This is an optimization exercise on Yosys and OpenROAD, whose aim is small area, a short achievable clock period and few clock cycles, not a production implementation. The clock port is modelled as an ideal driver; clocking choices that lean on that would not hold on a real chip. Power figures rest on the tool's default switching activity, not on a simulated workload.

// fsm
module fsm(
    input [15:0] dataIn,
    input R_I,
    input reset,
    input clk,
    output reg REG_ERROR,
    output [15:0] dataOut,
    output reg R_O
);
wire        s = dataIn[15];
wire [14:0] x = dataIn[14:0];
wire        busy = R_O | REG_ERROR;
wire [11:0] lo;
assign lo[0] = 1'b0;
genvar g;
generate
    for (g = 1; g < 12; g = g + 1) begin : p
        assign lo[g] = |x[g-1:0];
    end
endgenerate
wire [11:0] m = x[11:0] ^ ({12{s}} & lo);
wire err = s ? ~&x[14:11] : (|x[14:12] | (x[11] & lo[11]));
wire l4 = s ? (&x[10:4] & lo[4]) : ~|x[11:4];
wire l8 = s ? (&x[10:8] & lo[8]) : ~|x[11:8];
wire [11:0] t4;
assign t4[11:8] = m[11:8] | ({4{l8}} & m[7:4]) | ({4{l4}} & m[3:0]);
assign t4[7:4]  = ({4{~l8}} & m[7:4]) | ({4{l8 & ~l4}} & m[3:0]);
assign t4[3:0]  = {4{~l8}} & m[3:0];
wire k0 = ~l8, k4 = l8 & ~l4;
wire f1 = (k0 & ~m[11] & m[10]) | (k4 & ~m[7] & m[6]) | (l4 & ~m[3] & m[2]);
wire f2 = (k0 & ~m[11] & ~m[10] & m[9]) | (k4 & ~m[7] & ~m[6] & m[5]) | (l4 & ~m[3] & ~m[2] & m[1]);
wire f3 = (k0 & ~m[11] & ~m[10] & ~m[9] & m[8]) | (k4 & ~m[7] & ~m[6] & ~m[5] & m[4])
        | (l4 & ~m[3] & ~m[2] & ~m[1] & m[0]);
reg        sgn, q8, q4, p1, p2, p3;
reg [11:0] r4;
always @(posedge clk) begin
    sgn <= s;
    q8  <= l4;
    q4  <= k4;
    p1  <= f1;
    p2  <= f2;
    p3  <= f3;
    r4  <= t4;
    if (reset) begin
        R_O       <= 1'b0;
        REG_ERROR <= 1'b0;
    end else begin
        R_O       <= R_I & ~busy & ~err;
        REG_ERROR <= R_I & ~busy & err;
    end
end
  ...
==> module fsm, before the edit <==
module fsm(
    input [15:0] dataIn,
    input R_I,
    input reset,
    input clk,
    output reg REG_ERROR,
    output [15:0] dataOut,
    output reg R_O
);
wire        s = dataIn[15];
wire [14:0] x = dataIn[14:0];
wire        busy = R_O | REG_ERROR;
wire [11:0] lo;
assign lo[0] = 1'b0;
genvar g;
generate
    for (g = 1; g < 12; g = g + 1) begin : p
        assign lo[g] = |x[g-1:0];
    end
endgenerate
wire [11:0] m = x[11:0] ^ ({12{s}} & lo);
wire err = s ? ~&x[14:11] : (|x[14:12] | (x[11] & lo[11]));
wire l4 = s ? (&x[10:4] & lo[4]) : ~|x[11:4];
wire l8 = s ? (&x[10:8] & lo[8]) : ~|x[11:8];
wire [11:0] t4;
assign t4[11:8] = m[11:8] | ({4{l8}} & m[7:4]) | ({4{l4}} & m[3:0]);
assign t4[7:4]  = ({4{~l8}} & m[7:4]) | ({4{l8 & ~l4}} & m[3:0]);
assign t4[3:0]  = {4{~l8}} & m[3:0];
wire k0 = ~l8, k4 = l8 & ~l4;
wire f1 = (k0 & ~m[11] & m[10]) | (k4 & ~m[7] & m[6]) | (l4 & ~m[3] & m[2]);
wire f2 = (k0 & ~m[11] & ~m[10] & m[9]) | (k4 & ~m[7] & ~m[6] & m[5]) | (l4 & ~m[3] & ~m[2] & m[1]);
wire f3 = (k0 & ~m[11] & ~m[10] & ~m[9] & m[8]) | (k4 & ~m[7] & ~m[6] & ~m[5] & m[4])
        | (l4 & ~m[3] & ~m[2] & ~m[1] & m[0]);
reg        sgn, q8, q4, p1, p2, p3;
reg [11:0] r4;
always @(posedge clk) begin
    sgn <= s;
    q8  <= l4;
    q4  <= k4;
    p1  <= f1;
    p2  <= f2;
    p3  <= f3;
    r4  <= t4;
    if (reset) begin
        R_O       <= 1'b0;
        REG_ERROR <= 1'b0;
    end else begin
        R_O       <= R_I & ~busy & ~err;
        REG_ERROR <= R_I & ~busy & err;
    end
end
wire p0 = r4[11];
wire [13:0] rz = {r4, 2'b00};
generate
    for (g = 0; g < 10; g = g + 1) begin : o_m
        assign dataOut[g] = (p0 & rz[g+3]) | (p1 & rz[g+2]) | (p2 & rz[g+1]) | (p3 & rz[g]);
    end
endgenerate
assign dataOut[10] = p1 | p3;
assign dataOut[11] = p0 | p3;
assign dataOut[12] = p3 ^ q4;
assign dataOut[13] = p3 ? q8 : ~(q4 | q8);
assign dataOut[14] = (p0 | p1 | p2 | p3) & ~(p3 & q8);
assign dataOut[15] = sgn;
endmodule
clock: 5.0 ns
lec_check: 0
cap_margin: 20
core_area: 2 2 62 62
die_area: 0 0 64 64
setup_slack_margin: 2.6
slew_margin: 20
standard.sh (not shown) runs the stock make flow with config.mk's settings and CLKGATE_MAP_FILE= SYNTH_SCRIPT=/design/flow/synth_recipe.tcl, a recipe that flattens the netlist after the stock synthesis.
==> flow/flow/run.sh <==
#!/bin/bash
# ORFS layout as in standard.sh (the standard flow's own layout), with two changes:
#  - synthesis is synth_recipe.tcl, except that ABC maps with the script in
#    flow/map.abc (plain mapping, no sizing: the resizer sizes the cells
#    later) and, if MY_ABC_AVOID is set, without the slow many-input cells it
#    names; registers are mapped as in synth_recipe.tcl and keep their names;
#  - plain buf_1 cells as the port buffers (the resizer upsizes them where
#    timing needs it).
# Settings are in flow/params.sh; the ORFS output goes to standard_flow.log
# and the per-step logs under orfs/logs.
set -euo pipefail
W=$PWD
source "$W/flow/params.sh"
export MY_ABC_D MY_ABC_SCRIPT
# cells whose names match MY_ABC_AVOID (a regular expression) are kept out of ABC's library
MY_ABC_DONTUSE=""
if [[ -n "${MY_ABC_AVOID:-}" ]]; then
  MY_ABC_DONTUSE=$(grep -oE '^\s*cell *\( *"?sky130_fd_sc_hd__[a-z0-9_]+' "$FLOW_HOME/platforms/sky130hd/lib/sky130_fd_sc_hd__tt_025C_1v80.lib" \
    | grep -oE 'sky130_fd_sc_hd__[a-z0-9_]+' | grep -E "sky130_fd_sc_hd__($MY_ABC_AVOID)" | tr '\n' ' ')
fi
export MY_ABC_DONTUSE
# clock tree options, if set, replace ORFS's defaults for clock_tree_synthesis
if [[ -n "${MY_CTS_ARGS:-}" ]]; then export CTS_ARGS="$MY_CTS_ARGS"; fi
# extra ORFS variables (NAME=value words), e.g. repair options
for kv in ${MY_ENV:-}; do export "$kv"; done
export BUFFER_PORTS_ARGS="-buffer_cell sky130_fd_sc_hd__buf_1"
sed "s#SYNTH_SCRIPT=[^ ]*#SYNTH_SCRIPT=$W/flow/my_synth.tcl#" standard.sh > my_standard.sh
bash my_standard.sh finish > standard_flow.log 2>&1
Other scripts of this flow, unchanged in this note and not shown: flow/flow/map.abc, flow/flow/my_synth.tcl, flow/flow/params.sh
Next try:
==> flow/design.v (replaced) <==
module fsm(
    input [15:0] dataIn,
    input R_I,
    input reset,
    input clk,
    output reg REG_ERROR,
    output [15:0] dataOut,
    output reg R_O
);
wire        s = dataIn[15];
wire [14:0] x = dataIn[14:0];
wire        busy = R_O | REG_ERROR;
wire [11:0] lo;
assign lo[0] = 1'b0;
genvar g;
generate
    for (g = 1; g < 12; g = g + 1) begin : p
        assign lo[g] = |x[g-1:0];
    end
endgenerate
wire [11:0] m = x[11:0] ^ ({12{s}} & lo);
wire err = s ? ~&x[14:11] : (|x[14:12] | (x[11] & lo[11]));
wire l4 = s ? (&x[10:4] & lo[4]) : ~|x[11:4];
wire l8 = s ? (&x[10:8] & lo[8]) : ~|x[11:8];
wire [11:0] t4;
assign t4[11:8] = m[11:8] | ({4{l8}} & m[7:4]) | ({4{l4}} & m[3:0]);
assign t4[7:4]  = ({4{~l8}} & m[7:4]) | ({4{l8 & ~l4}} & m[3:0]);
assign t4[3:0]  = {4{~l8}} & m[3:0];
wire z2 = ~(t4[11] | t4[10]);
wire [11:0] t2 = z2 ? {t4[9:0], 2'b00} : t4;
reg        sgn, q8, q4, q2;
reg [11:0] r2;
always @(posedge clk) begin
    sgn <= s;
    q8  <= l4;
    q4  <= l8 & ~l4;
    q2  <= z2;
    r2  <= t2;
    if (reset) begin
        R_O       <= 1'b0;
        REG_ERROR <= 1'b0;
    end else begin
        R_O       <= R_I & ~busy & ~err;
        REG_ERROR <= R_I & ~busy & err;
    end
end
assign dataOut[9:0] = r2[11] ? r2[10:1] : r2[9:0];
wire       z1 = ~r2[11];
wire       nz = r2[11] | r2[10];
wire [4:0] e  = 5'd26 - {1'b0, q8, q4, q2, z1};
assign dataOut[14:10] = nz ? e : 5'd0;
assign dataOut[15] = sgn;
endmodule
Global-route usage came out higher by 0.34 points.
Utilization goes up by 5.0 points.
Critical path depth goes down by 2.
Fmax went down by a few percent.
Count of clock-buffer cells in the layout rose by 1.
Power fell by a few percent.
Final cell count is lower slightly.
Via count fell by a few percent.
Final area went up by roughly a tenth.
Hold slack gets better by 5.1 ps.
Setup slack is worse by 110 ps.
Routed wire length increases slightly.
Clock power is lower by a quarter to a third.
No run of this note included a check of the RTL's function; only the layout flow was run.

========
## rev 12
Another version of the RTL of fsm (not shown whole).
Size in the first run: ~130 cells after synthesis, roughly 20 flip-flops, about 0.0011 sq mm of cells after synthesis.
==> module fsm, before the edit <==
module fsm(
    input [15:0] dataIn,
    input R_I,
    input reset,
    input clk,
    output reg REG_ERROR,
    output [15:0] dataOut,
    output reg R_O
);
wire        s = dataIn[15];
wire        sa = dataIn[14];
wire        sc = dataIn[13];
wire [14:0] x = dataIn[14:0];
wire        busy = R_O | REG_ERROR;
wire [11:0] lo;
assign lo[0] = 1'b0;
genvar g;
generate
    for (g = 1; g < 12; g = g + 1) begin : p
        assign lo[g] = |x[g-1:0];
    end
endgenerate
wire [11:0] m = x[11:0] ^ ({12{sa}} & lo);
wire err = s ? ~&x[14:11] : (|x[14:12] | (x[11] & lo[11]));
wire l4 = sc ? (&x[10:4] & lo[4]) : ~|x[11:4];
wire l8 = sc ? (&x[10:8] & lo[8]) : ~|x[11:8];
wire [11:0] t4;
assign t4[11:8] = m[11:8] | ({4{l8}} & m[7:4]) | ({4{l4}} & m[3:0]);
assign t4[7:4]  = ({4{~l8}} & m[7:4]) | ({4{l8 & ~l4}} & m[3:0]);
assign t4[3:0]  = {4{~l8}} & m[3:0];
wire f1 = ~t4[11] & t4[10];
wire f2 = ~t4[11] & ~t4[10] & t4[9];
wire f3 = ~t4[11] & ~t4[10] & ~t4[9] & t4[8];
reg        sgn, q8, q4, p1, p2, p3;
reg [11:0] r4;
always @(posedge clk) begin
    sgn <= s;
    q8  <= l4;
    q4  <= l8 & ~l4;
    p1  <= f1;
    p2  <= f2;
    p3  <= f3;
    r4  <= t4;
    if (reset) begin
        R_O       <= 1'b0;
        REG_ERROR <= 1'b0;
    end else begin
        R_O       <= R_I & ~busy & ~err;
        REG_ERROR <= R_I & ~busy & err;
    end
end
wire p0 = r4[11];
wire [13:0] rz = {r4, 2'b00};
generate
    for (g = 0; g < 10; g = g + 1) begin : o_m
        assign dataOut[g] = (p0 & rz[g+3]) | (p1 & rz[g+2]) | (p2 & rz[g+1]) | (p3 & rz[g]);
    end
endgenerate
assign dataOut[10] = p1 | p3;
assign dataOut[11] = p0 | p3;
assign dataOut[12] = p3 ^ q4;
assign dataOut[13] = p3 ? q8 : ~(q4 | q8);
assign dataOut[14] = (p0 | p1 | p2 | p3) & ~(p3 & q8);
assign dataOut[15] = sgn;
endmodule
==> flow/config.mk <==
export PLATFORM = sky130hd
export DESIGN_NAME = fsm
export DESIGN_NICKNAME = fsm
export VERILOG_FILES = /design/flow/design.v
export SDC_FILE = /design/flow/constraint.sdc
export NUM_CORES = 4
export LEC_CHECK = 0
export CAP_MARGIN = 20
export CORE_AREA = 2 2 62 62
export DIE_AREA = 0 0 64 64
export SETUP_SLACK_MARGIN = 2.68
export SLEW_MARGIN = 20
==> flow/constraint.sdc <==
create_clock -name core_clock -period 5.0 [get_ports {clk}]
set_input_delay 1.0000 -clock core_clock [delete_from_list [all_inputs] [get_ports {clk}]]
set_output_delay 1.0000 -clock core_clock [all_outputs]
set_load 0.01 [all_outputs]
==> flow/flow/map.abc <==
&get -n
&st
&dch
&nf
&put
topo
stime -c
==> flow/flow/my_synth.tcl <==
# synth_recipe.tcl with the abc call's script replaced (MY_ABC_SCRIPT), its
# delay target dropped or set (MY_ABC_D) and cells kept out (MY_ABC_DONTUSE).
proc abc {args} {
  set out {}
  for {set i 0} {$i < [llength $args]} {incr i} {
    set a [lindex $args $i]
    if {$a eq "-script"} {
      incr i
      if {$::env(MY_ABC_SCRIPT) ne ""} { lappend out -script $::env(MY_ABC_SCRIPT) }
      continue
    }
    if {$a eq "-D"} { incr i; continue }
    lappend out $a
  }
  if {$::env(MY_ABC_D) ne ""} { lappend out -D $::env(MY_ABC_D) }
  # extra cells ABC may not map to (slow many-input cells)
  if {[info exists ::env(MY_ABC_DONTUSE)]} {
    foreach pat $::env(MY_ABC_DONTUSE) {
      lappend out -dont_use $pat
    }
  }
  puts "my abc: $out"
  yosys abc {*}$out
}
source [file join [file dirname [file normalize [info script]]] .. synth_recipe.tcl]
==> flow/flow/params.sh <==
MY_ABC_D=""
MY_ABC_SCRIPT="$W/flow/map.abc"
MY_ABC_AVOID="or4|and4|or3|and3|nor4|nand4|o41|a41|o311|a311|o2111|a2111|mux4|xor3|xnor3|maj3|fa_|ha_"
MY_CTS_ARGS=""
MY_ENV=""
Scripts as last shown in full above: flow/flow/run.sh
Relative to rev 12, the following input files were edited for rev 13:
diff --git a/flow/design.v b/flow/design.v
--- a/flow/design.v
+++ b/flow/design.v
@@ -9,6 +9,4 @@
 );
 wire        s = dataIn[15];
-wire        sa = dataIn[14];
-wire        sc = dataIn[13];
 wire [14:0] x = dataIn[14:0];
 wire        busy = R_O | REG_ERROR;
@@ -21,15 +19,17 @@
     end
 endgenerate
-wire [11:0] m = x[11:0] ^ ({12{sa}} & lo);
+wire [11:0] m = x[11:0] ^ ({12{s}} & lo);
 wire err = s ? ~&x[14:11] : (|x[14:12] | (x[11] & lo[11]));
-wire l4 = sc ? (&x[10:4] & lo[4]) : ~|x[11:4];
-wire l8 = sc ? (&x[10:8] & lo[8]) : ~|x[11:8];
+wire l4 = s ? (&x[10:4] & lo[4]) : ~|x[11:4];
+wire l8 = s ? (&x[10:8] & lo[8]) : ~|x[11:8];
 wire [11:0] t4;
 assign t4[11:8] = m[11:8] | ({4{l8}} & m[7:4]) | ({4{l4}} & m[3:0]);
 assign t4[7:4]  = ({4{~l8}} & m[7:4]) | ({4{l8 & ~l4}} & m[3:0]);
 assign t4[3:0]  = {4{~l8}} & m[3:0];
-wire f1 = ~t4[11] & t4[10];
-wire f2 = ~t4[11] & ~t4[10] & t4[9];
-wire f3 = ~t4[11] & ~t4[10] & ~t4[9] & t4[8];
+wire k0 = ~l8, k4 = l8 & ~l4;
+wire f1 = (k0 & ~m[11] & m[10]) | (k4 & ~m[7] & m[6]) | (l4 & ~m[3] & m[2]);
+wire f2 = (k0 & ~m[11] & ~m[10] & m[9]) | (k4 & ~m[7] & ~m[6] & m[5]) | (l4 & ~m[3] & ~m[2] & m[1]);
+wire f3 = (k0 & ~m[11] & ~m[10] & ~m[9] & m[8]) | (k4 & ~m[7] & ~m[6] & ~m[5] & m[4])
+        | (l4 & ~m[3] & ~m[2] & ~m[1] & m[0]);
 reg        sgn, q8, q4, p1, p2, p3;
 reg [11:0] r4;
@@ -37,5 +37,5 @@
     sgn <= s;
     q8  <= l4;
-    q4  <= l8 & ~l4;
+    q4  <= k4;
     p1  <= f1;
     p2  <= f2;
--- outcome ---
- Clock-pin slew reported for the worst setup and hold paths after clock tree synthesis in rev 13 vs rev 12: up 0.02 ns
- Across both runs, top achievable clock speed was higher for rev 13 than for rev 12.
- Re minimum clock period: rev 12 was higher than rev 13.
- Relative to rev 12, setup slack after placement decreased by 0.13 ns in rev 13.
- Higher synthesized area was reported by rev 13, not rev 12.
- Per the comparison of rev 13 with rev 12, global-route met2 utilization rose by 4.9 points, non-filler instance count after layout rose by 9, total design power rose by 6.6%.
- Compare rev 12 and rev 13 | global-route usage lower: rev 12
- Power per standard cell area grows by a few percent when moving from rev 12 to rev 13.
Function was not checked in any run of this note: the RTL went through the layout flow alone.

static timing again, ports no longer ideal:
Ports are ideal in the flow. The routed layouts listed here were re-timed in OpenROAD. Step 1, drivers: a clkbuf_16 drives clk and a buf_2 each remaining input, both assumed. Step 2 also shifts input and output timing later by t, the mid clock arrival at the registers, as if the neighbouring blocks saw the same clock. Three values: ideal, step 1, step 2; two values: the first two.
| run | t (ns) | setup slack, ns | latest minus earliest clock arrival (ns) | worst slew at a driven data input, ns |
|---|---|---|---|---|
| the first run of note 1 | 0.312 | 2.693 / 2.678 / 2.381 | 0.003 / 0.004 | 0.03 |
| the second run of note 1 | 0.303 | 2.580 / 2.572 / 2.268 | 0.001 / 0.001 | 0.04 |
| rev 12 | 0.301 | 2.659 / 2.638 / 2.401 | 0.006 / 0.006 | 0.03 |
| rev 13 | 0.318 | 2.734 / 2.715 / 2.423 | 0.007 / 0.007 | 0.03 |
After both steps every run listed still meets setup and hold.
